Source: an optimization exercise on an open RTL-to-GDS flow (aim: a short achievable clock period). Production flows keep margins and buffers that such runs may drop. Where RTL was checked, it was by simulation tests only, not by an equivalence proof against the original. No functional check of the RTL was part of runs 4 and 6. Power is estimated from default activity; no workload was simulated.

$ cat run.sh
#!/bin/bash
# synth_recipe.tcl (not shown) runs the flow's synth.tcl, then flattens the netlist and writes it again
# the make line also repeats each setting of config.mk as NAME=value (left out here)
make -C /OpenROAD-flow-scripts/flow DESIGN_CONFIG=/design/flow/config.mk WORK_HOME=/design/flow/orfs CLKGATE_MAP_FILE= SYNTH_SCRIPT=/design/flow/synth_recipe.tcl finish
$ cat config.mk
export PLATFORM = sky130hd
export DESIGN_NAME = LEGLiteSingle
export DESIGN_NICKNAME = LEGLiteSingle
export VERILOG_FILES = /design/flow/design.v
export SDC_FILE = /design/flow/constraint.sdc
export NUM_CORES = 4
export LEC_CHECK = 0
export ABC_CLOCK_PERIOD_IN_PS = 10
export CAP_MARGIN = 20
export CORE_MARGIN = 2
export CORE_UTILIZATION = 40
export SETUP_SLACK_MARGIN = 5
export SLEW_MARGIN = 20
export TNS_END_PERCENT = 100
$ cat constraint.sdc
create_clock -name core_clock -period 8.5 [get_ports {clock}]
set_input_delay 1.7000 -clock core_clock [delete_from_list [all_inputs] [get_ports {clock}]]
set_output_delay 1.7000 -clock core_clock [all_outputs]
set_load 0.01 [all_outputs]
$ cat design.v
module RegFile(
     output logic [7:0][15:0] x,      
     output logic [7:0][9:0]  hi_m,   
     output logic [7:0][9:0]  hi_p,   
     output logic [7:0]  zero,        
     input  logic        clock,
     input  logic [15:0] wdata,
     input  logic [2:0]  waddr,
     input  logic        write
     );
logic [15:0] regcell [0:6];
always_ff @(posedge clock)
	if (write && waddr != 3'd7) regcell[waddr] <= wdata;
genvar i;
generate
	for (i = 0; i < 8; i = i + 1) begin : pre
		if (i == 7) begin : xzr
			assign x[i] = 16'd0;
		end else begin : xreg
			assign x[i] = regcell[i];
		end
		assign hi_m[i] = x[i][15:6] - 10'd1;
		assign hi_p[i] = x[i][15:6] + 10'd1;
		assign zero[i] = (x[i] == 16'd0);
	end
endgenerate
endmodule
module ImmAdd(
     output logic [15:0] result,
     input  logic [15:0] x,
     input  logic [9:0]  hi_m,
     input  logic [9:0]  hi_p,
     input  logic [5:0]  imm,
     input  logic        sub
     );
wire [5:0] b   = sub ? ~imm : imm;
wire [6:0] low = {1'b0, x[5:0]} + {1'b0, b} + {6'd0, sub};
assign result[15:6] = (low[6] == b[5]) ? x[15:6] : (low[6] ? hi_p : hi_m);
assign result[5:0]  = low[5:0];
endmodule
module Control(
     output logic       memread,
     output logic       memwrite,
     output logic       regwrite,
     output logic       taken_uncond,   
     output logic       cbz,            
     output logic       cls_reg,        
     output logic       cls_addi,       
     output logic       cls_andi,       
     output logic       cls_subi,       
     input  logic [3:0] opcode
     );
assign memread      = (opcode == 4'd5);
assign memwrite     = (opcode == 4'd6);
assign taken_uncond = (opcode == 4'd4);
assign cbz          = (opcode == 4'd7);
assign regwrite     = (opcode == 4'd0) | (opcode == 4'd1) | (opcode == 4'd5) |
                      (opcode == 4'd8) | (opcode == 4'd9) | (opcode == 4'd10);
assign cls_reg  = ~opcode[3] & ~opcode[2];
assign cls_addi = (~opcode[3] & opcode[2]) | (opcode[3] & ~opcode[1] & ~opcode[0]);
assign cls_andi = opcode[3] & opcode[0];
assign cls_subi = opcode[3] & opcode[1];
endmodule
module PCLogic(
     output logic [15:0] pc,
     input  logic        clock,
     input  logic [15:0] signext,
     input  logic        taken,
     input  logic        reset
     );
always_ff @(posedge clock)
	if (reset)
		pc <= 16'd0;
	else if (taken)
		pc <= pc + {signext[14:0], 1'b0};
	else
		pc <= pc + 16'd2;
endmodule
module LEGLiteSingle(
	iaddr,		 
	daddr,		 
	dwrite,		 
	dread,		 
	dwdata,		 
	alu_out,	 
	clock,
	idata,		 
	ddata,		 
	reset,
	probe
	);
output [15:0] iaddr;
output [15:0] daddr;
output dwrite;
output dread;
output [15:0] dwdata;
output [15:0] alu_out;
input clock;
input [15:0] idata;
input [15:0] ddata;
input reset;
output [15:0] probe;
wire [3:0] op  = idata[15:12];
wire [5:0] imm = idata[11:6];
wire [2:0] rm  = idata[11:9];
wire [2:0] rn  = idata[5:3];
wire [2:0] rd  = idata[2:0];
wire [15:0] simm = {{10{imm[5]}}, imm};
assign probe = simm;
wire regwrite, taken_uncond, cbz, cls_reg, cls_addi, cls_andi, cls_subi;
Control legv8_control(
	.memread(dread), .memwrite(dwrite), .regwrite(regwrite),
	.taken_uncond(taken_uncond), .cbz(cbz),
	.cls_reg(cls_reg), .cls_addi(cls_addi), .cls_andi(cls_andi),
	.cls_subi(cls_subi), .opcode(op));
wire [7:0][15:0] x;
wire [7:0][9:0]  hi_m;
wire [7:0][9:0]  hi_p;
wire [7:0]  zero;
wire [15:0] wdata;
RegFile legv8_register(
	.x(x), .hi_m(hi_m), .hi_p(hi_p), .zero(zero),
	.clock(clock), .wdata(wdata), .waddr(rd), .write(regwrite));
wire [7:0][15:0] addi_r;
wire [7:0][15:0] subi_r;
genvar i;
generate
	for (i = 0; i < 8; i = i + 1) begin : imm_ops
		ImmAdd add_i(.result(addi_r[i]), .x(x[i]), .hi_m(hi_m[i]),
			.hi_p(hi_p[i]), .imm(imm), .sub(1'b0));
		ImmAdd sub_i(.result(subi_r[i]), .x(x[i]), .hi_m(hi_m[i]),
			.hi_p(hi_p[i]), .imm(imm), .sub(1'b1));
	end
endgenerate
wire [15:0] xn = x[rn];
wire [15:0] xm = x[rm];
wire [15:0] addi_res  = addi_r[rn];
wire [15:0] addi_res2 = addi_r[rn];   
wire [15:0] subi_res  = subi_r[rn];
wire [15:0] reg_res   = op[0] ? (xn - xm) : (xn + xm);
wire [15:0] andi_res  = xn & simm;
logic [15:0] result;
always_comb begin
	result = 16'd0;
	if (cls_reg)  result = result | reg_res;
	if (cls_addi) result = result | addi_res;
	if (cls_andi) result = result | andi_res;
	if (cls_subi) result = result | subi_res;
end
assign alu_out = result;
assign daddr   = addi_res2;
assign dwdata  = x[rd];
assign wdata   = dread ? ddata : result;
PCLogic legv8_pclogic(
	.pc(iaddr), .clock(clock), .signext(simm),
	.taken(taken_uncond | (cbz & zero[rn])), .reset(reset));
endmodule
==> results of run 1 <==
## metrics by stage
step	utilization (%)	total power (µW)	setup WS [ns]	std cells	hold WS [ns]
3_3_place_gp	45.5	2010	0.297	3002	0.613
3_5_place_dp	45.5	2010	0.344	3003	0.662
5_1_grt	58.5	3380	1.52	3323	0.704
4_1_cts	55.1	3110	1.69	3241	0.678
6_report	58.5	3300	1.59	3325	0.680
2_1_floorplan	-	1550	2.15	2377	0.660
## sequential cells by signal (all words and copies together), names as in the netlist
signal / count
legv8_pclogic.pc: 15
legv8_register.regcell: 112
## power breakdown
| group | internal [µW] | switching (µW) |
|---|---|---|
| Clock | 439 | 328 |
| Sequential | 729 | 48.9 |
| Combinational | 791 | 963 |
## routing by layer
metal | up-vias | track usage [%] | wire (µm)
met2 | 1692 | 62.8 | 46600
li1 | 9475 | - | -
met4 | 0 | 25.4 | 7770
met5 | - | 0 | 0
met1 | 11200 | 55.5 | 41800
met3 | 383 | 12.4 | 14400
## cells by family (layout without fill, tap and decap cells)
group | count (synthesis) | in the layout
AO/OA/AOI/OAI | 616 | 616
XOR/XNOR | 192 | 192
adder cells (fa/ha/maj) | 153 | 153
buffers and inverters | 308 | 630
flip-flops | 127 | 127
multiplexers | 198 | 198
other | 1 | 3
AND/OR/NAND/NOR | 782 | 784
## worst paths after layout
path         slack (ns)                             to                    startpoint  cells past startpoint
max                1.59                    alu_out[15]                      idata[9]                     20
min                0.68            legv8_pclogic.pc[1]           legv8_pclogic.pc[1]                      2
max reg2reg        3.45  legv8_register.regcell[2][13]  legv8_register.regcell[4][1]                     27
min reg2reg        0.68            legv8_pclogic.pc[1]           legv8_pclogic.pc[1]                      2
## timing repair
item                                    CTS  global route
gates resized for setup                 710           243
pin swaps                               158           137
endpoints found under the hold margin     0             0
endpoints found under the setup margin  305           226
buffers inserted                        190            80
gates cloned                             16             2
## synth_stat cells (21+ instances only)
library cell | number | share of area, %
a211oi_1 | 29 | 1.1
a21o_1 | 23 | 0.88
a21oi_1 | 139 | 3.6
a22oi_1 | 31 | 1.2
a31oi_1 | 29 | 0.93
and3_1 | 26 | 0.83
buf_1 | 22 | 0.42
buf_2 | 49 | 1.3
buf_4 | 21 | 0.81
clkbuf_1 | 105 | 2.0
edfxtp_1 | 112 | 17
ha_1 | 137 | 8.8
inv_1 | 101 | 1.9
mux2_2 | 25 | 1.4
mux2i_1 | 117 | 6.0
mux4_2 | 56 | 6.4
nand2_1 | 204 | 3.9
nand2b_1 | 24 | 0.77
nand3_1 | 57 | 1.5
nand4_1 | 32 | 1.0
nor2_1 | 184 | 3.5
nor2b_1 | 33 | 1.1
nor3_1 | 88 | 2.2
nor4_1 | 22 | 0.70
o211ai_1 | 27 | 1.0
o21ai_0 | 120 | 3.1
o22ai_1 | 27 | 0.86
or3_1 | 23 | 0.73
xnor2_1 | 119 | 5.3
xor2_1 | 73 | 3.3
## area by class of cell
class | count | area [µm²] | share of cell area [%]
Multi-Input combinational cell | 1944 | 17600 | 61.8
Inverter | 102 | 459 | 1.61
Clock buffer | 21 | 514 | 1.81
Sequential cell | 127 | 3660 | 12.9
Clock inverter | 11 | 87.6 | 0.308
Timing Repair Buffer | 496 | 5360 | 18.8
Antenna cell | 2 | 5.00 | 0.0176
Tap cell | 622 | 778 | 2.73
## critical path: cells and delay by family
kind | cells | cell delay, ns
compound gates | 6 | 1.34
buf+inv | 6 | 0.75
fa+ha+maj | 2 | 0.57
mux | 2 | 0.42
simple gates | 4 | 0.41
==> run notes, run 1 <==
H-tree depth 4; number of flops mapped to enable cells by yosys 112; Routed WL 111,000 µm; vias 22,700; Clock transition at path regs 0.07 ns; CTS Buffer Depth 2; number of buffers created by CTS 17; setup TNS 0 ns; Setup Viol. Count Final 0; CORE AREA 0.0486 mm²; placed cell areas 0.0221 mm²; Worst setup SP type input port; Synth Area in XOR/XNOR 8.59%; Avg Cell Area, Syn 8.24 µm²; CP cell instances buf_16 > mux2i_4 > a22oi_2 > nand2_2 > ha_4 > inv_2 > o21ai_4 > inv_1 > ha_1 > nor2b_4 > o31a_1 > o211ai_1 > buf_4 > nand3_4 > buf_4 > a31oi_4 > nor2_2 > mux2i_4 > o221ai_2 > buf_2; Leakage 0.0110 µW; global-route usage over all layers 42.7%; ys async rst share 0%; Yosys warnings 3; synthesis-to-finish area growth 45.4%; width of the die 225 µm; CP Max Fanout 7; vias per std cell 6.83; synthesized area 0.0196 mm²; Worst-Skew Late Latency 0.46 ns; buffers added on ports 114; CTS sink count 127; Seq/Total Area, Yosys 18.7%; Tmin final 6.91 ns; Final Max Tran Viols 0; status finished clean; Worst slew margin 30.1%; Power Dens Cells 116 mW/mm²; First-pass DRT Iterations 8; DIE AREA 0.0507 mm²; Netlist cell types 101; Final period util 81.3%; initial DRC count 3,268; Fillers 4,277; largest net degree at the start of global routing 73; slowest CP cell a22oi_2; adder-cell share of the synthesized area 10.4%; GRT overflow 0; CTS root buffer clkbuf_16; most frequent cells in the layout 228 x buf_4, 182 x nand2_1, 154 x nor2_1; Syn Inst Count 2,377; Placer Congestion 1.03; Fin. Hold Viols 0; antenna-violating nets left 0; Worst Tran Pin Value 1.04 ns; complex-gate fraction of the synthesized area 21.6%; Final Skew 0.0155 ns; CTS tree done; maxcap violations 0; NumNets Final 2,875; CP Data Required Time 6.80 ns; worst vdd ir 0.000160 V; RSZ-0062 raised after global routing yes; IO Pins 116; post-synthesis net count 2,564; Initial Util 40.2%; crit path kind in2out; Yosys reg bits 127; initial antenna violation count 3; share of cells above drive strength 1 38.0%; top_reg_cell synth edfxtp_1; post-route DRC violation count 0; mux contribution to synthesized area 13.9%; hpwl dp 77,900 µm; commonest non-fill, non-tap cell in the layout buf_4; row count 81; number of global-route vias before repair 21,500; Critical Path Sink Type output port; first-pass GRT wire length 155,000 µm; Die Y 225 µm; Max Clk Rate 145 MHz; post-synthesis simple-gate area fraction 19.9%; CTS Hold Bufs 0; final instance area 0.0285 mm²; WL per Instance 33.3 µm; Hold/Removal Path Class reg2reg; slowest stage delay, CP 0.37 ns; main combinational cell family by area after synthesis compound AO/OA/AOI/OAI gates; crit path DAT 5.21 ns
==> inputs of run 2 (changes only) <==
==> config.mk (replaced) <==
export PLATFORM = sky130hd
export DESIGN_NAME = LEGLiteSingle
export DESIGN_NICKNAME = LEGLiteSingle
export VERILOG_FILES = /design/flow/design.v
export SDC_FILE = /design/flow/constraint.sdc
export NUM_CORES = 4
export LEC_CHECK = 0
export CAP_MARGIN = 20
export CORE_MARGIN = 2
export CORE_UTILIZATION = 40
export SETUP_SLACK_MARGIN = 2.0
export SLEW_MARGIN = 20
==> run 2 against run 1 <==
Compared with the run above: non-clock buffer count is 157 lower; critical path depth is 1 higher; die area stayed put; flip-flop and latch count stayed put; first-iteration DRC count is 5.4% higher; final area is 13% lower; total power is 9.1% lower; critical path type unchanged; critical endpoint is now alu_out[13]; largest cell class unchanged; largest power group unchanged; highest routed layer is now met5.
==> run notes, run 2 <==
Tmin final 6.79 ns; Syn Inst Count 2,377; Avg Cell Area, Syn 8.24 µm²; final instance area 0.0249 mm²; top cells by area, synth edfxtp_1 17%, ha_1 8.8%, mux4_2 6.4%; first-pass GRT wire length 137,000 µm; antenna-violating nets left 0; number of buffers created by CTS 17; ys async rst share 0%; setup TNS 0 ns; NumNets Final 2,717; placed cell areas 0.0212 mm²; largest net degree at the start of global routing 80; CP cell instances buf_12 > nor2b_4 > buf_6 > a22oi_2 > nand2_2 > ha_4 > inv_2 > o21ai_2 > inv_1 > ha_1 > nor2b_4 > o31a_1 > buf_4 > o211ai_1 > buf_4 > nand3_4 > a21oi_2 > xnor2_1 > a222oi_1 > nand2_1 > buf_2; CORE AREA 0.0486 mm²; Worst setup SP type input port; hpwl dp 71,100 µm; CTS root buffer clkbuf_16; crit path DAT 5.09 ns; cell family with most CP delay compound AO/OA/AOI/OAI gates; slowest stage delay, CP 0.36 ns; Yosys top cell by area edfxtp_1; Fillers 4,495; H-tree depth 4; status finished clean; Power Dens Cells 120 mW/mm²; initial antenna violation count 7; Seq/Total Area, Yosys 18.7%; Max Clk Rate 147 MHz; Yosys top cell area share 17.2%; IO Pins 116; DIE AREA 0.0507 mm²; post-route DRC violation count 0; GRT overflow 0; slowest CP cell a222oi_1; crit path from idata[10]; mux contribution to synthesized area 13.9%; Final Max Tran Viols 0; RSZ-0062 raised after global routing yes; width of the die 225 µm; synthesized area 0.0196 mm²; count leader, synth nand2_1; number of global-route vias before repair 20,200; Final Skew 0.0206 ns; Setup Viol. Count Final 0; Buffers & Inverters on Critical Path 7; initial DRC count 3,444; CTS Hold Bufs 0; CTS tree done; complex-gate fraction of the synthesized area 21.6%; Yosys reg bits 127; main combinational cell family by area after synthesis compound AO/OA/AOI/OAI gates; reg2reg start legv8_register.regcell[3][0]; synth cell count leaders 204 x nand2_1, 184 x nor2_1, 139 x a21oi_1; commonest non-fill, non-tap cell in the layout nand2_1; global-route usage over all layers 37.2%; Yosys warnings 3; number of flops mapped to enable cells by yosys 112; post-synthesis simple-gate area fraction 19.9%; Worst slew margin 25.5%; adder-cell share of the synthesized area 10.4%; vias per std cell 6.85; Placed Instances 2,991; vias 21,700; row count 81; Netlist cell types 101; Worst Tran Pin Value 1.11 ns; CP Max Fanout 5; register area 0.00366 mm²; most frequent cells in the layout 190 x nand2_1, 177 x buf_4, 172 x nor2_1; crit path kind in2out; CTS sink count 127; Initial Util 40.2%; Regs by FF count legv8_register.regcell (112), legv8_pclogic.pc (15); maxcap violations 0; synthesis-to-finish area growth 27.2%; Routed WL 97,800 µm; Clock transition at path regs 0.07 ns; share of cells above drive strength 1 26.0%; Placer Congestion 1.06; Final period util 79.9%; Most flops, register legv8_register.regcell; max reg flops 112; buffers added on ports 114; Synth Area in XOR/XNOR 8.59%; Fin. Hold Viols 0; First-pass DRT Iterations 8; Critical Path Sink Type output port; Tot Pwr 3000 µW; non-filler cells, final 3,167; Die Y 225 µm; WL per Instance 30.9 µm; R2R Setup Slk 2.59 ns; Leakage 0.00947 µW; Multi-input gate area 0.0162 mm²; top_reg_cell synth edfxtp_1; Hold/Removal Path Class reg2reg; critical hold path startpoint legv8_pclogic.pc[1]; post-synthesis net count 2,564; worst vdd ir 0.000106 V; CP Data Required Time 6.80 ns; CTS Buffer Depth 2; Worst-Skew Late Latency 0.48 ns
[run 2: cell families after synthesis]
group,Yosys count
simple gates,782
compound gates,616
buf+inv,308
mux,198
xor+xnor,192
fa+ha+maj,153
flops,127
other cells,1
[run 2: path summary, 6_finish.rpt]
path | endpoint | depth (start not counted)
worst max-delay path | alu_out[13] | 21
worst min-delay path | legv8_pclogic.pc[1] | 2
worst max register to register | legv8_register.regcell[0][8] | 32
worst min register to register | legv8_pclogic.pc[1] | 2
[run 2: final cells by class]
class                      instances  area share (%)
antenna                            2          0.0201
clock buffer                      17            1.71
clock inverter                    15           0.658
inverter                         102            1.59
multi-input combinational       1943            64.9
sequential                       127            14.7
tap                              622            3.12
timing repair buffer             339            13.3
[run 2: repair_timing]
item | in CTS | in global routing
pin swaps | 111 | 89
gates cloned | 2 | 6
setup buffers | 102 | 32
setup endpoints to repair | 27 | 31
gates resized for setup | 355 | 133
[run 2: layer usage]
| layer | part of all wire [%] | GRT usage, % | vias to the layer above | wire (µm) |
|---|---|---|---|---|
| li1 | - | - | 9134 | - |
| met1 | 38 | 48.2 | 10600 | 37400 |
| met2 | 42 | 55.4 | 1619 | 41200 |
| met3 | 12 | 8.67 | 385 | 11400 |
| met4 | 7.9 | 24.2 | 6 | 7750 |
| met5 | 0.032 | 0 | - | 31 |
[run 2: stage by stage]
stage / hold slack, ns / setup WS (ns) / utilization, %
3_3_place_gp: 0.585 / 0.646 / 43.6
2_1_floorplan: 0.629 / 2.02 / -
4_1_cts: 0.609 / 1.67 / 49.2
3_5_place_dp: 0.592 / 0.551 / 43.7
5_1_grt: 0.669 / 1.61 / 51.2
6_report: 0.606 / 1.71 / 51.2
[run 2: worst register-to-register path, delay by kind of cell, from the launching register on]
kind / cells / cell delay, ns
AOI/OAI and AO/OA: 6 / 1.10
xor gates and xnor gates: 1 / 0.23
adders and majority gates: 2 / 0.69
buffers and inverters: 21 / 2.72
DFF: 1 / 0.63
and+or+nand+nor: 2 / 0.39
[run 2: power breakdown]
part	switching (µW)	internal, µW
clock	372	394
sequential	50.4	729
combinational	837	615
==> inputs of run 3 (changes only) <==
==> flow/run.sh (new file) <==
#!/bin/bash
# The standard layout, with yosys's full/half adder extraction turned
# off so that abc maps the adders itself.
bash standard.sh ADDER_MAP_FILE= finish > standard.log 2>&1
==> standard.sh (new file) <==
#!/bin/bash
# synth_recipe.tcl (not shown) runs the flow's synth.tcl, then flattens the netlist and writes it again
# the make line also repeats each setting of config.mk as NAME=value (left out here)
make -C /OpenROAD-flow-scripts/flow DESIGN_CONFIG=/design/flow/config.mk WORK_HOME=/design/flow/orfs CLKGATE_MAP_FILE= SYNTH_SCRIPT=/design/flow/synth_recipe.tcl "${@:-finish}"
removed: run.sh
==> run 3 against run 2 <==
Compared with the run above: clock power decreased by 2%; largest power group unchanged; final area is 6.1% lower; clock skew shrank 0.0060 ns.
==> run notes, run 3 <==
status finished clean; cell family with most CP delay compound AO/OA/AOI/OAI gates; width of the die 219 µm; CP cell instances buf_12 > buf_12 > mux2i_1 > o221ai_1 > a22oi_2 > buf_6 > a41oi_4 > mux2_4 > buf_6 > maj3_2 > a221o_1 > a31oi_4 > nor2_1 > or4_4 > buf_6; largest net degree at the start of global routing 43; crit path DAT 5.32 ns; Worst-Skew Late Latency 0.45 ns; CP Max Fanout 7; Max Clk Rate 143 MHz; Tot Pwr 2810 µW; top cells by area, synth edfxtp_1 18%, xnor2_1 8.2%, mux2i_1 5.6%; Yosys warnings 3; vias per std cell 7.08; number of flops mapped to enable cells by yosys 112; initial antenna violation count 1; DIE AREA 0.0479 mm²; Seq/Total Area, Yosys 19.9%; Final Max Tran Viols 0; setup TNS 0 ns; first-pass GRT wire length 139,000 µm; global-route usage over all layers 39.9%; Die Y 219 µm; Routed WL 98,400 µm; Leakage 0.00831 µW; initial DRC count 3,175; Worst Tran Pin Value 1.30 ns; slowest stage delay, CP 0.53 ns; CTS sink count 127; CORE AREA 0.0455 mm²; slowest CP cell or4_4; Hold/Removal Path Class reg2reg; row count 78; CTS Buffer Depth 2; Final Skew 0.0146 ns; synth cell count leaders 197 x nand2_1, 190 x nor2_1, 172 x xnor2_1; Multi-input gate area 0.0148 mm²; WL per Instance 32.1 µm; crit path kind in2out; GR peak layer met2; Power Dens Cells 120 mW/mm²; met3 usage 14.9%; top_reg_cell synth edfxtp_1; NumNets Final 2,489; Fillers 4,428; Buffers & Inverters on Critical Path 5; most frequent cells in the layout 194 x nand2_1, 192 x buf_4, 179 x nor2_1; buffers added on ports 114; post-route DRC violation count 0; Yosys top cell by area edfxtp_1; routing usage on met2 59.4%; register area 0.00366 mm²; RSZ-0062 raised after global routing yes; Placed Instances 2,908; Syn Inst Count 2,339; Yosys top cell area share 18.2%; Avg Cell Area, Syn 7.89 µm²; H-tree depth 4; Worst slew margin 12.3%; Tmin final 7.02 ns; hpwl dp 70,300 µm; Fin. Hold Viols 0; count leader, synth nand2_1; CTS root buffer clkbuf_16; antenna-violating nets left 0; CP most frequent cell buf_6; vias 21,700; Initial Util 40.6%; Most flops, register legv8_register.regcell; Netlist cell types 103; synthesized area 0.0185 mm²; Clock transition at path regs 0.06 ns; synthesis-to-finish area growth 26.7%; post-synthesis net count 2,373; non-filler cells, final 3,069; Critical Path Sink Type output port; routing usage on met1 50.9%; R2R Setup Slk 3.16 ns; First-pass DRT Iterations 6; max reg flops 112; Regs by FF count legv8_register.regcell (112), legv8_pclogic.pc (15); Setup Viol. Count Final 0; number of buffers created by CTS 17; Placer Congestion 1.09; placed cell areas 0.0201 mm²; final instance area 0.0234 mm²; number of global-route vias before repair 20,200; CTS tree done; maxcap violations 0; Worst setup SP type input port; Yosys reg bits 127; CP Data Required Time 6.80 ns; CTS Hold Bufs 0; GRT overflow 0; commonest non-fill, non-tap cell in the layout nand2_1; Final period util 82.5%; share of cells above drive strength 1 25.6%; IO Pins 116; worst vdd ir 0.000156 V; ys async rst share 0%
[run 3: cell types whose count changed in the layout (fill, tap and decap cells not counted), sizes merged, moves of 20 or more]
cell   delta
xnor2    +53
mux4     -20
ha      -137
mux2     +25
a21oi    -34
nor3     -22
a22oi    +25
maj3     +21
inv      -47
[run 3: cell families after synthesis]
kind of cell | Yosys count | synth area share, %
other | 1 | 0.0203
buffers and inverters | 312 | 7.22
adder cells (fa/ha/maj) | 21 | 1.15
AO/OA/AOI/OAI | 680 | 26.6
AND/OR/NAND/NOR | 759 | 20.2
XOR/XNOR | 250 | 11.9
flip-flops | 127 | 19.9
multiplexers | 189 | 13.1
[run 3: worst min-delay path, cell delays in order, from the launching register on]
cell	delay [ns]
dfxtp_1	0.32
nor2_1	0.09
mux2_2	0.14
[run 3: worst paths after layout]
check	end	startpoint	cells after the start
setup reg to reg	legv8_pclogic.pc[15]	legv8_register.regcell[3][6]	10
setup / recovery	alu_out[14]	idata[9]	15
hold / removal	legv8_pclogic.pc[15]	legv8_pclogic.pc[15]	2
hold reg to reg	legv8_pclogic.pc[15]	legv8_pclogic.pc[15]	2
[run 3: area by class of cell]
class / count / area share (%)
antenna: 1 / 0.0107
clock buffer: 17 / 1.82
clock inverter: 15 / 0.712
inverter: 61 / 1.05
multi-input combinational: 1900 / 63.3
sequential: 127 / 15.7
tap: 600 / 3.21
timing repair buffer: 348 / 14.2
[run 3: stage by stage]
step | hold slack [ns] | utilization (%) | worst slack, ns
floorplan | 0.579 | - | 2.01
global placement | 0.550 | 44.2 | 0.0776
detailed placement | 0.560 | 44.2 | 0.190
CTS | 0.576 | 49.8 | 1.59
global route | 0.617 | 51.4 | 1.45
finish | 0.574 | 51.4 | 1.48
[run 3: metal layers]
metal / part of all wire, % / wire length (µm)
met2: 42 / 41300
met5: 0 / 0
met4: 5.8 / 5680
met3: 15 / 15000
met1: 37 / 36500
[run 3: what timing repair did]
item / 4_1_cts / 5_1_grt
setup endpoints to repair: 33 / 27
pin swaps: 88 / 70
resized for setup: 318 / 113
setup buffers: 76 / 39
gates cloned: 13 / 0
[run 3: report_power, final]
group | internal, µW | switching [µW]
combinational | 528 | 735
sequential | 730 | 66.5
clock | 416 | 331
total | 1670 | 1130
==> inputs of run 4 (changes only) <==
--- a/design.v
+++ b/design.v
@@ -137,7 +137,21 @@
 wire [15:0] addi_res  = addi_r[rn];
 wire [15:0] addi_res2 = addi_r[rn];   
 wire [15:0] subi_res  = subi_r[rn];
-wire [15:0] reg_res   = op[0] ? (xn - xm) : (xn + xm);
+wire [127:0][15:0] pair_t;
+genvar n, m;
+generate
+	for (n = 0; n < 8; n = n + 1) begin : pn
+		for (m = 0; m < 8; m = m + 1) begin : pm
+			if (m < n) begin : share
+				assign pair_t[n*8+m] = pair_t[m*8+n];
+			end else begin : own
+				assign pair_t[n*8+m] = x[n] + x[m];
+			end
+			assign pair_t[64+n*8+m] = x[n] - x[m];
+		end
+	end
+endgenerate
+wire [15:0] reg_res = pair_t[{op[0], rn, rm}];
 wire [15:0] andi_res  = xn & simm;
 logic [15:0] result;
 always_comb begin
==> run.sh (new file) <==
#!/bin/bash
# synth_recipe.tcl (not shown) runs the flow's synth.tcl, then flattens the netlist and writes it again
# the make line also repeats each setting of config.mk as NAME=value (left out here)
make -C /OpenROAD-flow-scripts/flow DESIGN_CONFIG=/design/flow/config.mk WORK_HOME=/design/flow/orfs CLKGATE_MAP_FILE= SYNTH_SCRIPT=/design/flow/synth_recipe.tcl finish
removed: flow/run.sh
removed: standard.sh
==> run 4 against run 3 <==
Compared with the run above: the run now fails in global routing (5_1_grt); synthesized cell count rose to 4.6 times the previous value; area after synthesis rose to 4.2 times the previous value.
==> run notes, run 4 <==
status stopped before the end; Fail Step global routing (5_1_grt); Halt Reason [ERROR GRT-0232] Routing congestion too high. Check the congestion heatmap in the GUI.; synthesized area 0.0775 mm²; placed cell areas 0.0863 mm²; largest net degree at the start of global routing 118; IO Pins 116; GRT overflow 1; top_reg_cell synth edfxtp_1; H-tree depth 4; ys async rst share 0%; Initial Util 40.3%; Avg Cell Area, Syn 7.25 µm²; DP Worst Slack -0.00751 ns; Netlist cell types 100; Seq/Total Area, Yosys 4.72%; top cells by area, synth ha_1 19%, xnor2_1 9.6%, a21oi_1 6.4%; Placed Instances 13,400; CTS sink count 127; post-synthesis net count 12,000; CTS root buffer clkbuf_16; Die Y 444 µm; buffers added on ports 114; CTS Hold Bufs 0; width of the die 444 µm; number of buffers created by CTS 17; Yosys warnings 3; number of flops mapped to enable cells by yosys 112; synth cell count leaders 1,157 x ha_1, 1,005 x nor2_1, 985 x a21oi_1; Placer Congestion 1.37; global-route usage over all layers 70.3%; Yosys top cell by area ha_1; CTS Buffer Depth 2; hpwl dp 517,000 µm; row count 161; Yosys reg bits 127; Syn Inst Count 10,700; Yosys top cell area share 18.7%; count leader, synth ha_1
==> run 4: metal layers <==
metal | GRT overflow | global-route usage, %
met1 | 0 | 71.0
met2 | 1 | 87.1
met3 | 0 | 54.0
met4 | 0 | 68.8
met5 | 0 | 25.3
==> run 4: cells by family after synthesis <==
family | after synthesis | synth area share [%]
AO/OA/AOI/OAI | 3691 | 31.4
XOR/XNOR | 1024 | 11.6
adder cells (fa/ha/maj) | 1235 | 20.7
buffers and inverters | 1272 | 6.34
flip-flops | 127 | 4.72
multiplexers | 310 | 6.72
other | 1 | 0.00484
AND/OR/NAND/NOR | 3039 | 18.6
==> run 4: worst max-delay path by stage <==
| stage | start | slack (ns) | endpoint | depth (start not counted) |
|---|---|---|---|---|
| after global placement | idata[6] | -0.03 | alu_out[14] | 17 |
| after CTS | idata[6] | 1.39 | alu_out[13] | 19 |
| after floorplan | idata[11] | 1.93 | alu_out[9] | 19 |
| after detailed placement | idata[8] | -0.008 | alu_out[13] | 15 |
==> run 4: metrics by stage <==
stage          utilization [%]  TNS (ns)  total power (µW)
2_1_floorplan                -         0              3110
3_3_place_gp              44.8   -0.0299              5170
3_5_place_dp              44.8  -0.00751              5180
4_1_cts                   48.2         0              6430
==> run 4: what timing repair did <==
item,in CTS
pin swaps,121
gates cloned,7
endpoints found under the setup margin,51
gates resized for setup,850
setup buffers,226
==> run 4: power groups by stage <==
| stage | registers, µW | clock network, µW | logic [µW] |
|---|---|---|---|
| global placement | 763 | 0 | 4410 |
| detailed placement | 763 | 0 | 4410 |
| CTS | 741 | 960 | 4730 |
| floorplan | 784 | 0 | 2330 |
==> inputs of run 5 (changes only) <==
--- a/design.v
+++ b/design.v
@@ -137,21 +137,7 @@
 wire [15:0] addi_res  = addi_r[rn];
 wire [15:0] addi_res2 = addi_r[rn];   
 wire [15:0] subi_res  = subi_r[rn];
-wire [127:0][15:0] pair_t;
-genvar n, m;
-generate
-	for (n = 0; n < 8; n = n + 1) begin : pn
-		for (m = 0; m < 8; m = m + 1) begin : pm
-			if (m < n) begin : share
-				assign pair_t[n*8+m] = pair_t[m*8+n];
-			end else begin : own
-				assign pair_t[n*8+m] = x[n] + x[m];
-			end
-			assign pair_t[64+n*8+m] = x[n] - x[m];
-		end
-	end
-endgenerate
-wire [15:0] reg_res = pair_t[{op[0], rn, rm}];
+wire [15:0] reg_res   = op[0] ? (xn - xm) : (xn + xm);
 wire [15:0] andi_res  = xn & simm;
 logic [15:0] result;
 always_comb begin
==> flow/run.sh (new file) <==
#!/bin/bash
# The standard layout with two synthesis changes, both for speed:
#  - no yosys full/half adder extraction (ADDER_MAP_FILE empty), so abc maps
#    the adders itself;
#  - the slow non-inverting complex cells (and4, or4, mux2, maj3, a221o, ...)
#    added to the platform's don't-use list, so abc and the resizer build the
#    logic from faster inverting gates.
PLATFORM_DONT_USE="sky130_fd_sc_hd__probe_p_8 sky130_fd_sc_hd__probec_p_8 sky130_fd_sc_hd__lpflow_bleeder_1 sky130_fd_sc_hd__lpflow_clkbufkapwr_1 sky130_fd_sc_hd__lpflow_clkbufkapwr_16 sky130_fd_sc_hd__lpflow_clkbufkapwr_2 sky130_fd_sc_hd__lpflow_clkbufkapwr_4 sky130_fd_sc_hd__lpflow_clkbufkapwr_8 sky130_fd_sc_hd__lpflow_clkinvkapwr_1 sky130_fd_sc_hd__lpflow_clkinvkapwr_16 sky130_fd_sc_hd__lpflow_clkinvkapwr_2 sky130_fd_sc_hd__lpflow_clkinvkapwr_4 sky130_fd_sc_hd__lpflow_clkinvkapwr_8 sky130_fd_sc_hd__lpflow_decapkapwr_12 sky130_fd_sc_hd__lpflow_decapkapwr_3 sky130_fd_sc_hd__lpflow_decapkapwr_4 sky130_fd_sc_hd__lpflow_decapkapwr_6 sky130_fd_sc_hd__lpflow_decapkapwr_8 sky130_fd_sc_hd__lpflow_inputiso0n_1 sky130_fd_sc_hd__lpflow_inputiso0p_1 sky130_fd_sc_hd__lpflow_inputiso1n_1 sky130_fd_sc_hd__lpflow_inputiso1p_1 sky130_fd_sc_hd__lpflow_inputisolatch_1 sky130_fd_sc_hd__lpflow_isobufsrc_1 sky130_fd_sc_hd__lpflow_isobufsrc_16 sky130_fd_sc_hd__lpflow_isobufsrc_2 sky130_fd_sc_hd__lpflow_isobufsrc_4 sky130_fd_sc_hd__lpflow_isobufsrc_8 sky130_fd_sc_hd__lpflow_isobufsrckapwr_16 sky130_fd_sc_hd__lpflow_lsbuf_lh_hl_isowell_tap_1 sky130_fd_sc_hd__lpflow_lsbuf_lh_hl_isowell_tap_2 sky130_fd_sc_hd__lpflow_lsbuf_lh_hl_isowell_tap_4 sky130_fd_sc_hd__lpflow_lsbuf_lh_isowell_4 sky130_fd_sc_hd__lpflow_lsbuf_lh_isowell_tap_1 sky130_fd_sc_hd__lpflow_lsbuf_lh_isowell_tap_2 sky130_fd_sc_hd__lpflow_lsbuf_lh_isowell_tap_4"
SLOW_CELLS="sky130_fd_sc_hd__a2111o_1 sky130_fd_sc_hd__a2111o_2 sky130_fd_sc_hd__a2111o_4 sky130_fd_sc_hd__a2111oi_0 sky130_fd_sc_hd__a2111oi_1 sky130_fd_sc_hd__a2111oi_2 sky130_fd_sc_hd__a2111oi_4 sky130_fd_sc_hd__a211o_1 sky130_fd_sc_hd__a211o_2 sky130_fd_sc_hd__a211o_4 sky130_fd_sc_hd__a211oi_1 sky130_fd_sc_hd__a211oi_2 sky130_fd_sc_hd__a211oi_4 sky130_fd_sc_hd__a21boi_0 sky130_fd_sc_hd__a21boi_1 sky130_fd_sc_hd__a21boi_2 sky130_fd_sc_hd__a21boi_4 sky130_fd_sc_hd__a221o_1 sky130_fd_sc_hd__a221o_2 sky130_fd_sc_hd__a221o_4 sky130_fd_sc_hd__a221oi_1 sky130_fd_sc_hd__a221oi_2 sky130_fd_sc_hd__a221oi_4 sky130_fd_sc_hd__a222oi_1 sky130_fd_sc_hd__a2bb2o_1 sky130_fd_sc_hd__a2bb2o_2 sky130_fd_sc_hd__a2bb2o_4 sky130_fd_sc_hd__a2bb2oi_1 sky130_fd_sc_hd__a2bb2oi_2 sky130_fd_sc_hd__a2bb2oi_4 sky130_fd_sc_hd__a311o_1 sky130_fd_sc_hd__a311o_2 sky130_fd_sc_hd__a311o_4 sky130_fd_sc_hd__a311oi_1 sky130_fd_sc_hd__a311oi_2 sky130_fd_sc_hd__a311oi_4 sky130_fd_sc_hd__a32o_1 sky130_fd_sc_hd__a32o_2 sky130_fd_sc_hd__a32o_4 sky130_fd_sc_hd__a32oi_1 sky130_fd_sc_hd__a32oi_2 sky130_fd_sc_hd__a32oi_4 sky130_fd_sc_hd__a41o_1 sky130_fd_sc_hd__a41o_2 sky130_fd_sc_hd__a41o_4 sky130_fd_sc_hd__a41oi_1 sky130_fd_sc_hd__a41oi_2 sky130_fd_sc_hd__a41oi_4 sky130_fd_sc_hd__and3b_1 sky130_fd_sc_hd__and3b_2 sky130_fd_sc_hd__and3b_4 sky130_fd_sc_hd__and4_1 sky130_fd_sc_hd__and4_2 sky130_fd_sc_hd__and4_4 sky130_fd_sc_hd__and4b_1 sky130_fd_sc_hd__and4b_2 sky130_fd_sc_hd__and4b_4 sky130_fd_sc_hd__and4bb_1 sky130_fd_sc_hd__and4bb_2 sky130_fd_sc_hd__and4bb_4 sky130_fd_sc_hd__maj3_1 sky130_fd_sc_hd__maj3_2 sky130_fd_sc_hd__maj3_4 sky130_fd_sc_hd__mux2_1 sky130_fd_sc_hd__mux2_2 sky130_fd_sc_hd__mux2_4 sky130_fd_sc_hd__mux2_8 sky130_fd_sc_hd__mux2i_1 sky130_fd_sc_hd__mux2i_2 sky130_fd_sc_hd__mux2i_4 sky130_fd_sc_hd__mux4_1 sky130_fd_sc_hd__mux4_2 sky130_fd_sc_hd__mux4_4 sky130_fd_sc_hd__nor4_1 sky130_fd_sc_hd__nor4_2 sky130_fd_sc_hd__nor4_4 sky130_fd_sc_hd__nor4b_1 sky130_fd_sc_hd__nor4b_2 sky130_fd_sc_hd__nor4b_4 sky130_fd_sc_hd__nor4bb_1 sky130_fd_sc_hd__nor4bb_2 sky130_fd_sc_hd__nor4bb_4 sky130_fd_sc_hd__o2111a_1 sky130_fd_sc_hd__o2111a_2 sky130_fd_sc_hd__o2111a_4 sky130_fd_sc_hd__o2111ai_1 sky130_fd_sc_hd__o2111ai_2 sky130_fd_sc_hd__o2111ai_4 sky130_fd_sc_hd__o211a_1 sky130_fd_sc_hd__o211a_2 sky130_fd_sc_hd__o211a_4 sky130_fd_sc_hd__o211ai_1 sky130_fd_sc_hd__o211ai_2 sky130_fd_sc_hd__o211ai_4 sky130_fd_sc_hd__o21ba_1 sky130_fd_sc_hd__o21ba_2 sky130_fd_sc_hd__o21ba_4 sky130_fd_sc_hd__o21bai_1 sky130_fd_sc_hd__o21bai_2 sky130_fd_sc_hd__o21bai_4 sky130_fd_sc_hd__o221a_1 sky130_fd_sc_hd__o221a_2 sky130_fd_sc_hd__o221a_4 sky130_fd_sc_hd__o221ai_1 sky130_fd_sc_hd__o221ai_2 sky130_fd_sc_hd__o221ai_4 sky130_fd_sc_hd__o2bb2a_1 sky130_fd_sc_hd__o2bb2a_2 sky130_fd_sc_hd__o2bb2a_4 sky130_fd_sc_hd__o2bb2ai_1 sky130_fd_sc_hd__o2bb2ai_2 sky130_fd_sc_hd__o2bb2ai_4 sky130_fd_sc_hd__o311a_1 sky130_fd_sc_hd__o311a_2 sky130_fd_sc_hd__o311a_4 sky130_fd_sc_hd__o311ai_0 sky130_fd_sc_hd__o311ai_1 sky130_fd_sc_hd__o311ai_2 sky130_fd_sc_hd__o311ai_4 sky130_fd_sc_hd__o32a_1 sky130_fd_sc_hd__o32a_2 sky130_fd_sc_hd__o32a_4 sky130_fd_sc_hd__o32ai_1 sky130_fd_sc_hd__o32ai_2 sky130_fd_sc_hd__o32ai_4 sky130_fd_sc_hd__o41a_1 sky130_fd_sc_hd__o41a_2 sky130_fd_sc_hd__o41a_4 sky130_fd_sc_hd__o41ai_1 sky130_fd_sc_hd__o41ai_2 sky130_fd_sc_hd__o41ai_4 sky130_fd_sc_hd__or2b_1 sky130_fd_sc_hd__or2b_2 sky130_fd_sc_hd__or2b_4 sky130_fd_sc_hd__or3_1 sky130_fd_sc_hd__or3_2 sky130_fd_sc_hd__or3_4 sky130_fd_sc_hd__or3b_1 sky130_fd_sc_hd__or3b_2 sky130_fd_sc_hd__or3b_4 sky130_fd_sc_hd__or4_1 sky130_fd_sc_hd__or4_2 sky130_fd_sc_hd__or4_4 sky130_fd_sc_hd__or4b_1 sky130_fd_sc_hd__or4b_2 sky130_fd_sc_hd__or4b_4 sky130_fd_sc_hd__or4bb_1 sky130_fd_sc_hd__or4bb_2 sky130_fd_sc_hd__or4bb_4 sky130_fd_sc_hd__xnor3_1 sky130_fd_sc_hd__xnor3_2 sky130_fd_sc_hd__xnor3_4 sky130_fd_sc_hd__xor3_1 sky130_fd_sc_hd__xor3_2 sky130_fd_sc_hd__xor3_4"
bash standard.sh ADDER_MAP_FILE= "DONT_USE_CELLS=$PLATFORM_DONT_USE $SLOW_CELLS" finish > standard.log 2>&1
==> standard.sh (new file) <==
#!/bin/bash
# synth_recipe.tcl (not shown) runs the flow's synth.tcl, then flattens the netlist and writes it again
# the make line also repeats each setting of config.mk as NAME=value (left out here)
make -C /OpenROAD-flow-scripts/flow DESIGN_CONFIG=/design/flow/config.mk WORK_HOME=/design/flow/orfs CLKGATE_MAP_FILE= SYNTH_SCRIPT=/design/flow/synth_recipe.tcl "${@:-finish}"
removed: run.sh
==> run 5 against run 4 <==
Compared with the run above: now clean on timing, DRC and antenna; synthesized cell count down 72%; area after synthesis down 75%.
==> run notes, run 5 <==
status finished clean; global-route usage over all layers 42.3%; routing usage on met1 55.7%; P_sw 1270 µW; post-route DRC violation count 0; internal power consumption 1630 µW; hpwl dp 80,900 µm; Power Dens Cells 121 mW/mm²; number of buffers created by CTS 17; post-synthesis net count 3,025; clock group share of total power 27.5%; initial antenna violation count 10; routing usage on met2 64.0%; largest net degree at the start of global routing 69; Leakage 0.00878 µW; Final Skew 0.0213 ns; Final Max Tran Viols 0; CP cell instances buf_16 > buf_12 > nand2b_1 > and3_4 > a31oi_4 > a22oi_2 > a21oi_1 > xnor2_2 > o22ai_1 > o22ai_1 > buf_4 > nand3_1 > a21oi_2 > o21a_1 > nor3_1 > buf_4 > nand2b_1 > dlygate4sd2_1; Hold/Removal Path Class reg2reg; First-pass DRT Iterations 8; CTS Buffer Depth 2; count leader, synth nand2_1; maxcap violations 0; worst vdd ir 0.000135 V; commonest non-fill, non-tap cell in the layout nand2_1; Clock transition at path regs 0.07 ns; Setup Viol. Count Final 0; Max Clk Rate 151 MHz; Worst setup SP type input port; setup TNS 0 ns; first-pass GRT wire length 154,000 µm; Regs by FF count legv8_register.regcell (112), legv8_pclogic.pc (15); initial DRC count 3,532; max reg flops 112; buffers added on ports 114; width of the die 224 µm; synthesized area 0.0193 mm²; WL per Instance 29.6 µm; RSZ-0062 raised after global routing yes; CP Data Required Time 6.80 ns; Yosys top cell by area edfxtp_1; NumNets Final 3,106; Tmin final 6.61 ns; Worst Tran Pin Value 1.29 ns; antenna-violating nets left 0; crit path DAT 4.91 ns; IO Pins 116; met3 usage 12.4%; Placer Congestion 1.02; Netlist cell types 63; GR peak layer met2; GRT overflow 0; Final period util 77.7%; Initial Util 40.5%; H-tree depth 4; synth cell count leaders 416 x nand2_1, 308 x o21ai_0, 298 x nor2_1; ys async rst share 0%; top cells by area, synth edfxtp_1 17%, nand2_1 8.1%, o21ai_0 8.0%; vias 24,400; Comb power frac 45.4%; Yosys reg bits 127; Yosys top cell area share 17.4%; Die Y 224 µm; top_reg_cell synth edfxtp_1; R2R Setup Slk 3.73 ns; Critical Path Sink Type output port; min setup slack post-route 1.89 ns; vias per std cell 6.58; Worst slew margin 14.0%; Syn Inst Count 2,991; DIE AREA 0.0500 mm²; CTS Hold Bufs 0; Avg Cell Area, Syn 6.45 µm²; Seq/Total Area, Yosys 19.0%; row count 80; CTS sink count 127; number of flops mapped to enable cells by yosys 112; Yosys warnings 3; Worst-Skew Late Latency 0.51 ns; Net Sw Frac 43.9%; sequential group share of total power 27.1%; CTS tree done; Fin. Hold Viols 0; number of global-route vias before repair 21,800; share of cells above drive strength 1 18.1%; Routed WL 110,000 µm; synthesis-to-finish area growth 24.1%; DP Worst Slack 0.467 ns; CORE AREA 0.0476 mm²; most frequent cells in the layout 402 x nand2_1, 285 x nor2_1, 265 x o21ai_0; Buffers & Inverters on Critical Path 5; Most flops, register legv8_register.regcell; CP Max Fanout 20; crit path kind in2out; cell family with most CP delay compound AO/OA/AOI/OAI gates; CTS root buffer clkbuf_16; slowest CP cell dlygate4sd2_1; slowest stage delay, CP 0.29 ns
-- run 5: changes by cell type after synthesis, sizes merged, moves of 160 or more --
cell    delta
a211oi   -168
a21oi    -756
buf      -160
clkbuf   -361
ha      -1157
inv      -388
mux4     -166
nand2    -241
nor2     -704
nor3     -201
o21ai    -386
xnor2    -685
-- run 5: final timing paths --
kind / cells after the start / end / start
max: 18 / alu_out[10] / idata[9]
min: 2 / legv8_pclogic.pc[15] / legv8_pclogic.pc[15]
max reg2reg: 13 / legv8_register.regcell[2][12] / legv8_register.regcell[4][6]
min reg2reg: 2 / legv8_pclogic.pc[15] / legv8_pclogic.pc[15]
-- run 5: metrics by stage --
step / total power, µW / hold slack [ns] / utilization (%) / instances / instance area (µm²)
CTS: 2800 / 0.551 / 48.8 / 3673 / 23300
floorplan: 1420 / 0.549 / - / 2991 / 19300
global placement: 1880 / 0.506 / 43.7 / 3571 / 20800
detailed placement: 1890 / 0.538 / 43.8 / 3571 / 20800
finish: 2900 / 0.546 / 50.3 / 3703 / 24000
global route: 2980 / 0.574 / 50.3 / 3702 / 24000
-- run 5: worst register-to-register path: cells and delay by family, from the launching register on --
| kind | cells | cell delay [ns] |
|---|---|---|
| buffers and inverters | 1 | 0.48 |
| and+or+nand+nor | 4 | 0.59 |
| xor gates and xnor gates | 1 | 0.13 |
| AOI/OAI and AO/OA | 7 | 2.32 |
| DFF | 1 | 0.86 |
-- run 5: what timing repair did --
action                                  in CTS  in global routing
resized for setup                          309                124
gates cloned                                 8                  2
pin swaps                                   66                 51
endpoints found under the hold margin        0                  0
endpoints found under the setup margin      27                 25
buffers inserted                            62                 25
-- run 5: power by group through the flow --
stage / registers (µW) / clock network [µW] / logic, µW
final: 786 / 797 / 1320
after global routing: 786 / 825 / 1370
after CTS: 781 / 807 / 1210
after detailed placement: 794 / 0 / 1090
after global placement: 795 / 0 / 1090
after floorplan: 753 / 0 / 664
-- run 5: cell families after synthesis --
| kind of cell | Yosys count | share of synthesized area (%) |
|---|---|---|
| AND/OR/NAND/NOR | 1377 | 34.5 |
| AO/OA/AOI/OAI | 909 | 27.9 |
| buffers and inverters | 343 | 7.85 |
| XOR/XNOR | 234 | 10.7 |
| flip-flops | 127 | 19.0 |
| other | 1 | 0.0194 |
-- run 5: per-layer routing --
metal / vias to the layer above / wire (µm)
met4: 4 / 5610
met3: 307 / 13900
met1: 11700 / 43000
met5: - / 24
li1: 10700 / -
met2: 1696 / 47200
-- run 5: final cells by class --
type	count	area, µm²
antenna	3	7.51
clock buffer	18	450
clock inverter	14	153
fill	4830	23700
inverter	91	354
multi-input combinational	2522	15500
sequential	127	3660
tap	615	769
timing repair buffer	313	3050
==> inputs of run 6 (changes only) <==
--- a/design.v
+++ b/design.v
@@ -137,7 +137,7 @@
 wire [15:0] addi_res  = addi_r[rn];
 wire [15:0] addi_res2 = addi_r[rn];   
 wire [15:0] subi_res  = subi_r[rn];
-wire [15:0] reg_res   = op[0] ? (xn - xm) : (xn + xm);
+wire [15:0] reg_res   = xn + (op[0] ? ~xm : xm) + {15'd0, op[0]};
 wire [15:0] andi_res  = xn & simm;
 logic [15:0] result;
 always_comb begin
==> flow/run.sh (replaced) <==
#!/bin/bash
# The standard layout with two synthesis changes, both for speed:
#  - no yosys full/half adder extraction (ADDER_MAP_FILE empty), so abc maps
#    the adders itself;
#  - slow cells added to the platform's don't-use list: the non-inverting
#    complex gates (and4, or4, mux2, maj3, a221o, ...), so abc builds the logic
#    from faster inverting gates, and the delay cells (clkdlybuf4s*, dlygate*,
#    dlymetal*), which the resizer would otherwise pick as port buffers.
PLATFORM_DONT_USE="sky130_fd_sc_hd__probe_p_8 sky130_fd_sc_hd__probec_p_8 sky130_fd_sc_hd__lpflow_bleeder_1 sky130_fd_sc_hd__lpflow_clkbufkapwr_1 sky130_fd_sc_hd__lpflow_clkbufkapwr_16 sky130_fd_sc_hd__lpflow_clkbufkapwr_2 sky130_fd_sc_hd__lpflow_clkbufkapwr_4 sky130_fd_sc_hd__lpflow_clkbufkapwr_8 sky130_fd_sc_hd__lpflow_clkinvkapwr_1 sky130_fd_sc_hd__lpflow_clkinvkapwr_16 sky130_fd_sc_hd__lpflow_clkinvkapwr_2 sky130_fd_sc_hd__lpflow_clkinvkapwr_4 sky130_fd_sc_hd__lpflow_clkinvkapwr_8 sky130_fd_sc_hd__lpflow_decapkapwr_12 sky130_fd_sc_hd__lpflow_decapkapwr_3 sky130_fd_sc_hd__lpflow_decapkapwr_4 sky130_fd_sc_hd__lpflow_decapkapwr_6 sky130_fd_sc_hd__lpflow_decapkapwr_8 sky130_fd_sc_hd__lpflow_inputiso0n_1 sky130_fd_sc_hd__lpflow_inputiso0p_1 sky130_fd_sc_hd__lpflow_inputiso1n_1 sky130_fd_sc_hd__lpflow_inputiso1p_1 sky130_fd_sc_hd__lpflow_inputisolatch_1 sky130_fd_sc_hd__lpflow_isobufsrc_1 sky130_fd_sc_hd__lpflow_isobufsrc_16 sky130_fd_sc_hd__lpflow_isobufsrc_2 sky130_fd_sc_hd__lpflow_isobufsrc_4 sky130_fd_sc_hd__lpflow_isobufsrc_8 sky130_fd_sc_hd__lpflow_isobufsrckapwr_16 sky130_fd_sc_hd__lpflow_lsbuf_lh_hl_isowell_tap_1 sky130_fd_sc_hd__lpflow_lsbuf_lh_hl_isowell_tap_2 sky130_fd_sc_hd__lpflow_lsbuf_lh_hl_isowell_tap_4 sky130_fd_sc_hd__lpflow_lsbuf_lh_isowell_4 sky130_fd_sc_hd__lpflow_lsbuf_lh_isowell_tap_1 sky130_fd_sc_hd__lpflow_lsbuf_lh_isowell_tap_2 sky130_fd_sc_hd__lpflow_lsbuf_lh_isowell_tap_4"
SLOW_CELLS="sky130_fd_sc_hd__a2111o_1 sky130_fd_sc_hd__a2111o_2 sky130_fd_sc_hd__a2111o_4 sky130_fd_sc_hd__a2111oi_0 sky130_fd_sc_hd__a2111oi_1 sky130_fd_sc_hd__a2111oi_2 sky130_fd_sc_hd__a2111oi_4 sky130_fd_sc_hd__a211o_1 sky130_fd_sc_hd__a211o_2 sky130_fd_sc_hd__a211o_4 sky130_fd_sc_hd__a211oi_1 sky130_fd_sc_hd__a211oi_2 sky130_fd_sc_hd__a211oi_4 sky130_fd_sc_hd__a21boi_0 sky130_fd_sc_hd__a21boi_1 sky130_fd_sc_hd__a21boi_2 sky130_fd_sc_hd__a21boi_4 sky130_fd_sc_hd__a221o_1 sky130_fd_sc_hd__a221o_2 sky130_fd_sc_hd__a221o_4 sky130_fd_sc_hd__a221oi_1 sky130_fd_sc_hd__a221oi_2 sky130_fd_sc_hd__a221oi_4 sky130_fd_sc_hd__a222oi_1 sky130_fd_sc_hd__a2bb2o_1 sky130_fd_sc_hd__a2bb2o_2 sky130_fd_sc_hd__a2bb2o_4 sky130_fd_sc_hd__a2bb2oi_1 sky130_fd_sc_hd__a2bb2oi_2 sky130_fd_sc_hd__a2bb2oi_4 sky130_fd_sc_hd__a311o_1 sky130_fd_sc_hd__a311o_2 sky130_fd_sc_hd__a311o_4 sky130_fd_sc_hd__a311oi_1 sky130_fd_sc_hd__a311oi_2 sky130_fd_sc_hd__a311oi_4 sky130_fd_sc_hd__a32o_1 sky130_fd_sc_hd__a32o_2 sky130_fd_sc_hd__a32o_4 sky130_fd_sc_hd__a32oi_1 sky130_fd_sc_hd__a32oi_2 sky130_fd_sc_hd__a32oi_4 sky130_fd_sc_hd__a41o_1 sky130_fd_sc_hd__a41o_2 sky130_fd_sc_hd__a41o_4 sky130_fd_sc_hd__a41oi_1 sky130_fd_sc_hd__a41oi_2 sky130_fd_sc_hd__a41oi_4 sky130_fd_sc_hd__and3b_1 sky130_fd_sc_hd__and3b_2 sky130_fd_sc_hd__and3b_4 sky130_fd_sc_hd__and4_1 sky130_fd_sc_hd__and4_2 sky130_fd_sc_hd__and4_4 sky130_fd_sc_hd__and4b_1 sky130_fd_sc_hd__and4b_2 sky130_fd_sc_hd__and4b_4 sky130_fd_sc_hd__and4bb_1 sky130_fd_sc_hd__and4bb_2 sky130_fd_sc_hd__and4bb_4 sky130_fd_sc_hd__maj3_1 sky130_fd_sc_hd__maj3_2 sky130_fd_sc_hd__maj3_4 sky130_fd_sc_hd__mux2_1 sky130_fd_sc_hd__mux2_2 sky130_fd_sc_hd__mux2_4 sky130_fd_sc_hd__mux2_8 sky130_fd_sc_hd__mux2i_1 sky130_fd_sc_hd__mux2i_2 sky130_fd_sc_hd__mux2i_4 sky130_fd_sc_hd__mux4_1 sky130_fd_sc_hd__mux4_2 sky130_fd_sc_hd__mux4_4 sky130_fd_sc_hd__nor4_1 sky130_fd_sc_hd__nor4_2 sky130_fd_sc_hd__nor4_4 sky130_fd_sc_hd__nor4b_1 sky130_fd_sc_hd__nor4b_2 sky130_fd_sc_hd__nor4b_4 sky130_fd_sc_hd__nor4bb_1 sky130_fd_sc_hd__nor4bb_2 sky130_fd_sc_hd__nor4bb_4 sky130_fd_sc_hd__o2111a_1 sky130_fd_sc_hd__o2111a_2 sky130_fd_sc_hd__o2111a_4 sky130_fd_sc_hd__o2111ai_1 sky130_fd_sc_hd__o2111ai_2 sky130_fd_sc_hd__o2111ai_4 sky130_fd_sc_hd__o211a_1 sky130_fd_sc_hd__o211a_2 sky130_fd_sc_hd__o211a_4 sky130_fd_sc_hd__o211ai_1 sky130_fd_sc_hd__o211ai_2 sky130_fd_sc_hd__o211ai_4 sky130_fd_sc_hd__o21ba_1 sky130_fd_sc_hd__o21ba_2 sky130_fd_sc_hd__o21ba_4 sky130_fd_sc_hd__o21bai_1 sky130_fd_sc_hd__o21bai_2 sky130_fd_sc_hd__o21bai_4 sky130_fd_sc_hd__o221a_1 sky130_fd_sc_hd__o221a_2 sky130_fd_sc_hd__o221a_4 sky130_fd_sc_hd__o221ai_1 sky130_fd_sc_hd__o221ai_2 sky130_fd_sc_hd__o221ai_4 sky130_fd_sc_hd__o2bb2a_1 sky130_fd_sc_hd__o2bb2a_2 sky130_fd_sc_hd__o2bb2a_4 sky130_fd_sc_hd__o2bb2ai_1 sky130_fd_sc_hd__o2bb2ai_2 sky130_fd_sc_hd__o2bb2ai_4 sky130_fd_sc_hd__o311a_1 sky130_fd_sc_hd__o311a_2 sky130_fd_sc_hd__o311a_4 sky130_fd_sc_hd__o311ai_0 sky130_fd_sc_hd__o311ai_1 sky130_fd_sc_hd__o311ai_2 sky130_fd_sc_hd__o311ai_4 sky130_fd_sc_hd__o32a_1 sky130_fd_sc_hd__o32a_2 sky130_fd_sc_hd__o32a_4 sky130_fd_sc_hd__o32ai_1 sky130_fd_sc_hd__o32ai_2 sky130_fd_sc_hd__o32ai_4 sky130_fd_sc_hd__o41a_1 sky130_fd_sc_hd__o41a_2 sky130_fd_sc_hd__o41a_4 sky130_fd_sc_hd__o41ai_1 sky130_fd_sc_hd__o41ai_2 sky130_fd_sc_hd__o41ai_4 sky130_fd_sc_hd__or2b_1 sky130_fd_sc_hd__or2b_2 sky130_fd_sc_hd__or2b_4 sky130_fd_sc_hd__or3_1 sky130_fd_sc_hd__or3_2 sky130_fd_sc_hd__or3_4 sky130_fd_sc_hd__or3b_1 sky130_fd_sc_hd__or3b_2 sky130_fd_sc_hd__or3b_4 sky130_fd_sc_hd__or4_1 sky130_fd_sc_hd__or4_2 sky130_fd_sc_hd__or4_4 sky130_fd_sc_hd__or4b_1 sky130_fd_sc_hd__or4b_2 sky130_fd_sc_hd__or4b_4 sky130_fd_sc_hd__or4bb_1 sky130_fd_sc_hd__or4bb_2 sky130_fd_sc_hd__or4bb_4 sky130_fd_sc_hd__xnor3_1 sky130_fd_sc_hd__xnor3_2 sky130_fd_sc_hd__xnor3_4 sky130_fd_sc_hd__xor3_1 sky130_fd_sc_hd__xor3_2 sky130_fd_sc_hd__xor3_4 sky130_fd_sc_hd__clkdlybuf4s15_1 sky130_fd_sc_hd__clkdlybuf4s15_2 sky130_fd_sc_hd__clkdlybuf4s18_1 sky130_fd_sc_hd__clkdlybuf4s18_2 sky130_fd_sc_hd__clkdlybuf4s25_1 sky130_fd_sc_hd__clkdlybuf4s25_2 sky130_fd_sc_hd__clkdlybuf4s50_1 sky130_fd_sc_hd__clkdlybuf4s50_2 sky130_fd_sc_hd__dlygate4sd1_1 sky130_fd_sc_hd__dlygate4sd2_1 sky130_fd_sc_hd__dlygate4sd3_1 sky130_fd_sc_hd__dlymetal6s2s_1 sky130_fd_sc_hd__dlymetal6s4s_1 sky130_fd_sc_hd__dlymetal6s6s_1"
bash standard.sh ADDER_MAP_FILE= "DONT_USE_CELLS=$PLATFORM_DONT_USE $SLOW_CELLS" finish > standard.log 2>&1
==> run 6 against run 5 <==
Compared with the run above: still clean; routed wire length is 4.6% higher; sequential share of layout area is 0.97 points higher; utilization is 4.2 points lower; cell count is 1.6% higher; die area is 2.9% higher; critical path depth is 7 lower; count of clock-buffer cells in the layout is 4 higher; flip-flop and latch count stayed put; global-route usage is 1.1 points higher; total power is 3.4% lower; clock power is 2% higher; first-iteration DRC count is 4.1% higher; largest cell class unchanged.
==> run notes, run 6 <==
synthesis-to-finish area growth 13.4%; largest net degree at the start of global routing 71; Critical Path Sink Type output port; commonest non-fill, non-tap cell in the layout nand2_1; Yosys top cell area share 16.9%; Worst slew margin 19.5%; Initial Util 40.6%; Max Clk Rate 155 MHz; Fillers 5,228; RSZ-0062 raised after global routing yes; GRT overflow 0; initial antenna violation count 7; internal power consumption 1550 µW; hpwl dp 86,600 µm; antenna-violating nets left 0; NumNets Final 3,111; global-route usage over all layers 43.4%; Placer Congestion 1.11; max reg flops 112; Tot Pwr 2800 µW; CP Data Required Time 6.80 ns; Yosys warnings 3; Worst-Skew Late Latency 0.50 ns; Most flops, register legv8_register.regcell; Final Max Tran Viols 0; crit path DAT 4.77 ns; register area 0.00366 mm²; H-tree depth 4; count leader, synth nand2_1; P_sw 1250 µW; initial DRC count 3,677; Routed WL 115,000 µm; Hold/Removal Path Class reg2reg; number of buffers created by CTS 17; WL per Instance 30.5 µm; number of flops mapped to enable cells by yosys 112; CTS root buffer clkbuf_16; Die Y 227 µm; top cells by area, synth edfxtp_1 17%, nand2_1 8.0%, o21ai_0 7.2%; Avg Cell Area, Syn 6.51 µm²; Setup Viol. Count Final 0; Leakage 0.00776 µW; post-route DRC violation count 0; Final Skew 0.0171 ns; Power Dens Cells 124 mW/mm²; Comb power frac 42.7%; Worst setup SP type input port; width of the die 227 µm; maxcap violations 0; Multi-input gate area 0.0154 mm²; number of global-route vias before repair 22,000; Tmin final 6.47 ns; DIE AREA 0.0515 mm²; status finished clean; Yosys top cell by area edfxtp_1; CORE AREA 0.0490 mm²; buffers added on ports 114; synthesized area 0.0199 mm²; CTS Buffer Depth 2; share of cells above drive strength 1 12.6%; ys async rst share 0%; crit path kind in2out; clock group share of total power 28.9%; Net Sw Frac 44.5%; post-synthesis net count 3,089; vias 25,000; Syn Inst Count 3,055; Seq/Total Area, Yosys 18.4%; sequential group share of total power 28.4%; setup TNS 0 ns; vias per std cell 6.66; Netlist cell types 69; Yosys reg bits 127; most frequent cells in the layout 421 x nand2_1, 286 x nor2_1, 254 x o21ai_0; Final period util 76.1%; top_reg_cell synth edfxtp_1; CTS sink count 127; synth cell count leaders 421 x nand2_1, 298 x nor2_1, 285 x o21ai_0; row count 81; CP Max Fanout 15; Regs by FF count legv8_register.regcell (112), legv8_pclogic.pc (15); Worst Tran Pin Value 1.21 ns; CTS tree done; IO Pins 116; Clock transition at path regs 0.07 ns; first-pass GRT wire length 159,000 µm; Fin. Hold Viols 0; worst vdd ir 0.000139 V; First-pass DRT Iterations 9
## run 6: cell count changes in the layout (fill, tap and decap cells not counted), sizes merged, moves of 11 or more
| cell | before | now |
|---|---|---|
| clkdlybuf4s50 | 84 | 0 |
| buf | 203 | 253 |
| nor3 | 103 | 140 |
| xor2 | 65 | 35 |
| nand3 | 156 | 182 |
| nand2b | 112 | 96 |
| o31ai | 31 | 47 |
| clkbuf | 26 | 41 |
| a21o | 23 | 37 |
| and2 | 58 | 44 |
| a31oi | 67 | 78 |
| xnor2 | 169 | 158 |
## run 6: critical path, cell delays in order
cell and delay (ns):
clkbuf_2 0.33, clkinvlp_4 0.23, buf_2 0.21, buf_2 0.55, nand2_1 0.48, o31ai_4 0.50
a31oi_2 0.13, nand2_1 0.13, nand3_1 0.08, or2_1 0.24, clkbuf_2 0.13
## run 6: layout make-up
type,instances,share of cell area (%)
clock buffers,22,2.35
multi-input cells,2568,68.4
diodes,7,0.0777
well taps,664,3.69
inverters,90,1.64
repair buffers,273,7.18
clock inverters,10,0.372
flip-flops and latches,127,16.3
## run 6: per-stage QoR
stage          setup slack [ns]  std cells  instance area [µm²]  util (%)  hold slack [ns]
2_1_floorplan              2.85       3055                19900         -            0.516
3_3_place_gp               1.00       3658                20300      41.5            0.510
3_5_place_dp              0.984       3658                20300      41.5            0.525
4_1_cts                    1.96       3713                21600      44.1            0.535
5_1_grt                    1.97       3754                22500      46.0            0.552
6_report                   2.03       3761                22500      46.0            0.520
## run 6: worst paths after layout
check / start / endpoint / slack (ns) / depth (start not counted)
setup / recovery: idata[5] / alu_out[10] / 2.03 / 11
setup reg to reg: legv8_register.regcell[5][6] / legv8_register.regcell[3][15] / 3.75 / 12
hold / removal: legv8_pclogic.pc[14] / legv8_pclogic.pc[14] / 0.52 / 2
hold reg to reg: legv8_pclogic.pc[14] / legv8_pclogic.pc[14] / 0.52 / 2
## run 6: repair_timing
item,CTS,global route
hold buffers,0,0
gates resized for setup,139,160
endpoints found under the setup margin,23,19
pin swaps,13,25
cloned,1,4
buffers inserted,22,37
## run 6: power groups by stage
| stage | clock (µW) | combinational (µW) | sequential (µW) |
|---|---|---|---|
| after floorplan | 0 | 684 | 758 |
| after global placement | 0 | 1030 | 804 |
| after detailed placement | 0 | 1040 | 804 |
| after CTS | 816 | 1080 | 791 |
| after global routing | 836 | 1250 | 796 |
| final | 809 | 1190 | 796 |
## run 6: logic make-up after synthesis
logic type             synth area share [%]
AO/OA/AOI/OAI                          29.3
XOR/XNOR                               8.73
buffers and inverters                  8.49
flip-flops                             18.4
other                                0.0189
AND/OR/NAND/NOR                        35.0
## run 6: layer usage
layer  up-vias  part of all wire (%)  GRT usage, %
met5         -                 0.024             0
met4         4                   5.5          19.6
met3       352                    13          12.6
met2      1827                    42          65.4
met1     11900                    39          57.1
li1      10900                     -             -

-- afterwards: timing with drivers on the ports --
The results above use ideal ports. As a check the final layouts listed here were re-extracted and re-timed, cells and wires unchanged.
Step 1 assumes that a clkbuf_16 drives the clock port and a buf_2 every other input.
Step 2 moves the port delays by t, midway between the first and last clock arrival at a register: inputs arrive t later, outputs are due t later. That takes back most of the time a late clock gives input paths.
a / b / c = ideal / step 1 / step 2; a / b = the first two.
| run | t (ns) | slack for setup (ns) | worst register clock-pin slew, ns | worst slew at a driven data input, ns |
|---|---|---|---|---|
| run 1 | 0.510 | 1.591 / 1.356 / 1.356 | 0.07 / 0.07 | 0.28 |
| run 2 | 0.518 | 1.708 / 1.566 / 1.207 | 0.08 / 0.08 | 0.19 |
| run 3 | 0.496 | 1.484 / 1.401 / 1.401 | 0.07 / 0.07 | 0.08 |
| run 5 | 0.557 | 1.894 / 1.801 / 1.801 | 0.08 / 0.08 | 0.14 |
| run 6 | 0.562 | 2.028 / 1.972 / 1.972 | 0.07 / 0.07 | 0.08 |
After both steps setup and hold are still met in every run listed. The setup slack of run 2, which loses most, moves by -0.142 ns with the drivers and by -0.501 ns with both steps.
